From an optimization exercise on the open Yosys and OpenROAD flow, aimed at small area, a short achievable clock period and few clock cycles per item; shortcuts taken in it are not production practice.
In this exercise RTL edits were held to simulation tests only and were not proved equivalent to the original.
Power is estimated from default activity; no workload was simulated.

pepper:
// MUL_radix_4
module MUL_radix_4 (
  input clock, reset,
  input flush,
  output in_ready,
  input in_valid,
  input [1:0] in_sign,
  input [31:0] in_a, in_b,
  input out_ready,
  output out_valid,
  output [63:0] out_prod
);
Settings: LEC_CHECK=0, CAP_MARGIN=20, CORE_MARGIN=2, CORE_UTILIZATION=27, SETUP_SLACK_MARGIN=4.3, SLEW_MARGIN=20, SYNTH_HIERARCHICAL=1, TNS_END_PERCENT=10, BUFFER_PORTS_ARGS=-buffer_cell sky130_fd_sc_hd__buf_2; clock period 8.0 ns.
standard.sh (not shown) runs the stock make flow with config.mk's settings and CLKGATE_MAP_FILE= SYNTH_SCRIPT=/design/flow/synth_recipe.tcl, a recipe that flattens the netlist after the stock synthesis.
==> flow/flow/run.sh <==
#!/bin/bash
# The standard layout (standard.sh, unchanged synthesis), with the port buffers that
# buffer_ports inserts made plain buf_2 cells instead of its default delay-cell choice.
set -euo pipefail
echo 'export BUFFER_PORTS_ARGS = -buffer_cell sky130_fd_sc_hd__buf_2' >> config.mk
bash standard.sh > standard.log 2>&1
Per the final summary, pepper finished and its layout is clean on timing, DRC and antenna.
Testbench counts of pepper, summed over its fixed seeds: cycles 536, items 512.
The following lists how nickel was set up differently from pepper:
# pepper
export LEC_CHECK = 0
export CAP_MARGIN = 20
export CORE_MARGIN = 2
export CORE_UTILIZATION = 27
export SETUP_SLACK_MARGIN = 4.3
export SLEW_MARGIN = 20
export SYNTH_HIERARCHICAL = 1
export TNS_END_PERCENT = 10
export BUFFER_PORTS_ARGS = -buffer_cell sky130_fd_sc_hd__buf_2
create_clock -name core_clock -period 8.0 [get_ports {clock}]
# nickel
export LEC_CHECK = 0
export CAP_MARGIN = 20
export CORE_MARGIN = 2
export CORE_UTILIZATION = 32
export SETUP_SLACK_MARGIN = 4.3
export SLEW_MARGIN = 20
export SYNTH_HIERARCHICAL = 1
export TNS_END_PERCENT = 10
export BUFFER_PORTS_ARGS = -buffer_cell sky130_fd_sc_hd__buf_2
create_clock -name core_clock -period 8.0 [get_ports {clock}]
--- outcome ---
Run comparison: pepper critical path startpoint a3[9]; nickel critical path startpoint sel3[1]
Number of buffers added for setup after CTS went up by more than half going from pepper to nickel.
Re number of clock sinks: no difference whatsoever between nickel and pepper.
Taking pepper as the reference, in nickel hold slack flat; tapcell count down 16%.
nickel reports a higher post-layout total power than pepper does.
Core utilization of the finished layout, pepper and nickel: lower on pepper
Compared with pepper, in nickel clock network power consumption now larger, final instance area went up by 140 sq um, final period utilization ~0 delta.

---

MUL_radix_4 again, from the RTL that the note above started with.
clock: 8.0 ns
lec_check: 0
cap_margin: 20
core_margin: 2
core_utilization: 22
setup_slack_margin: 4.3
slew_margin: 20
synth_hierarchical: 1
tns_end_percent: 10
buffer_ports_args: -buffer_cell sky130_fd_sc_hd__buf_2
Scripts as last shown in full above: flow/flow/run.sh
The baseline went through all stages and came out clean.
Testbench counts at the start, summed over its fixed seeds: cycles 536, items 512.
Then changed:
CORE_UTILIZATION = 25   (was 22)
SETUP_SLACK_MARGIN = 4.2   (was 4.3)
=>
- The changed run produced a clean layout
- cell area falls by 2.6%
- clock power drops by about 7%
- sequential power rises by about 1%
- total power came out lower by 3.3%
Then changed:
CORE_UTILIZATION = 32   (was 25)
SETUP_SLACK_MARGIN = 4.45   (was 4.2)
The new run went through all stages and came out clean.
Setup slack gets better by 0.036 ns.
Power increases by about 2.4%.
Die area decreases by about 22%.
Core utilization increases by 8.8 points.
Worst hold slack is about the same.
Then changed:
CORE_UTILIZATION = 40   (was 32)
SETUP_SLACK_MARGIN = 4.3   (was 4.45)
After rerunning: Cell area shrinks by a few percent. Flip-flop and latch count does not change. Sequential share of layout area grows by 0.77 points. Wire length grows slightly. Worst setup slack degrades by 0.020 ns. Clock skew grows by 0.010 ns. Power grows slightly.

---

MUL_radix_4, a different RTL version from the one above (not shown whole).
Size in the first run: ~3000 cells after synthesis, ~140 I/O pins.
Settings: LEC_CHECK=0, CAP_MARGIN=20, CORE_MARGIN=2, CORE_UTILIZATION=55, SETUP_SLACK_MARGIN=4.3, SLEW_MARGIN=20, SYNTH_HIERARCHICAL=1, TNS_END_PERCENT=10, BUFFER_PORTS_ARGS=-buffer_cell sky130_fd_sc_hd__buf_4; clock period 8.0 ns.
==> flow/flow/run.sh <==
#!/bin/bash
# The standard layout (standard.sh, unchanged synthesis), with the port buffers that
# buffer_ports inserts made plain buf_4 cells instead of its default delay-cell choice.
set -euo pipefail
echo 'export BUFFER_PORTS_ARGS = -buffer_cell sky130_fd_sc_hd__buf_4' >> config.mk
bash standard.sh > standard.log 2>&1
The first run finished with timing, DRC and antenna clean.
Testbench counts at the start, summed over its fixed seeds: cycles 536, items 512.
Change:
==> flow/flow/run.sh (replaced) <==
#!/bin/bash
# The standard layout (standard.sh, unchanged synthesis), with the port buffers that
# buffer_ports inserts made plain buf_2 cells instead of its default delay-cell choice.
set -euo pipefail
echo 'export BUFFER_PORTS_ARGS = -buffer_cell sky130_fd_sc_hd__buf_2' >> config.mk
bash standard.sh > standard.log 2>&1
Settings changed: BUFFER_PORTS_ARGS -buffer_cell sky130_fd_sc_hd__buf_4 to -buffer_cell sky130_fd_sc_hd__buf_2.
Cell count does not change.
Design area drops by 1.2%.
Worst setup slack is better by 36 ps.
Total power is about the same.
Utilization shrinks by 0.76 points.
Fmax went up by about 0.9%.

---

Starting RTL as in the previous note.
clock: 8.0 ns
lec_check: 0
cap_margin: 20
core_margin: 2
core_utilization: 35
setup_slack_margin: 4.3
slew_margin: 20
synth_hierarchical: 1
tns_end_percent: 10
buffer_ports_args: -buffer_cell sky130_fd_sc_hd__buf_2
==> flow/flow/run.sh <==
#!/bin/bash
# The standard layout (standard.sh, unchanged synthesis), with the port buffers that
# buffer_ports inserts made plain buf_2 cells instead of its default delay-cell choice.
set -euo pipefail
echo 'export BUFFER_PORTS_ARGS = -buffer_cell sky130_fd_sc_hd__buf_2' >> config.mk
bash standard.sh > standard.log 2>&1
Testbench counts at the start, summed over its fixed seeds: cycles 536, items 512.
Rerun with:
==> flow/flow/run.sh (replaced) <==
#!/bin/bash
# The standard layout (standard.sh, unchanged synthesis), with the port buffers that
# buffer_ports inserts made plain buf_4 cells instead of its default delay-cell choice.
set -euo pipefail
echo 'export BUFFER_PORTS_ARGS = -buffer_cell sky130_fd_sc_hd__buf_4' >> config.mk
bash standard.sh > standard.log 2>&1
- BUFFER_PORTS_ARGS: -buffer_cell sky130_fd_sc_hd__buf_2 -> -buffer_cell sky130_fd_sc_hd__buf_4
- CORE_UTILIZATION: 35 -> 45
- TNS_END_PERCENT: 10 -> unset
The new run ran to the end with no violations.
Cell area rose by a few percent.
Sequential cell count stays the same.
Via count rose by a few percent.
Clock skew rose by 0.019 ns.
Routed wire length rose by a few percent.
Cell count fell by a few percent.
Worst hold slack improved by 0.011 ns.
Global-route usage rose by 7.7 points.
Worst setup slack got worse by 0.0076 ns.
Total power rose by a few percent.
Non-clock buffer count rose by 32.

[re-timing with driven ports]
The results above use ideal ports. As a check the final layouts listed here were re-extracted and re-timed, cells and wires unchanged. Step 1 (the two cells are an assumption about what drives the block):
set clk [get_ports {clock}]
set_driving_cell -lib_cell sky130_fd_sc_hd__clkbuf_16 $clk
set_driving_cell -lib_cell sky130_fd_sc_hd__buf_2 [delete_from_list [all_inputs] $clk]
Step 2 adds t to the input delays and takes it off the output delays; t is the mean of the earliest and latest rising clock arrival at the registers after step 1. Input paths then give back, and output paths get back, about the clock's delay inside the block. Three values: ideal ports, drivers, drivers and shift; two values: the first two.
run	t (ns)	slack for setup (ns)	hold WS [ns]
pepper	0.651	4.272 / 4.272 / 3.754	0.513 / 0.513 / 0.513
nickel	0.647	4.262 / 4.262 / 3.686	0.510 / 0.510 / 0.510
the first run of note 2	0.673	4.283 / 4.259 / 3.586	0.524 / 0.524 / 0.524
the second run of note 2	0.631	4.201 / 4.201 / 3.740	0.512 / 0.512 / 0.512
the third run of note 2	0.649	4.236 / 4.236 / 3.702	0.513 / 0.513 / 0.513
the fourth run of note 2	0.643	4.217 / 4.217 / 3.644	0.542 / 0.542 / 0.542
the first run of note 3	0.623	4.129 / 4.129 / 3.639	0.521 / 0.521 / 0.521
the second run of note 3	0.633	4.166 / 4.166 / 3.629	0.513 / 0.513 / 0.513
the first run of note 4	0.657	4.210 / 4.210 / 3.651	0.514 / 0.514 / 0.514
the second run of note 4	0.634	4.203 / 4.203 / 3.727	0.526 / 0.526 / 0.526
After both steps every run listed still meets setup and hold. The setup slack of the first run of note 2, which loses most, moves by -0.024 ns with the drivers and by -0.697 ns with both steps.
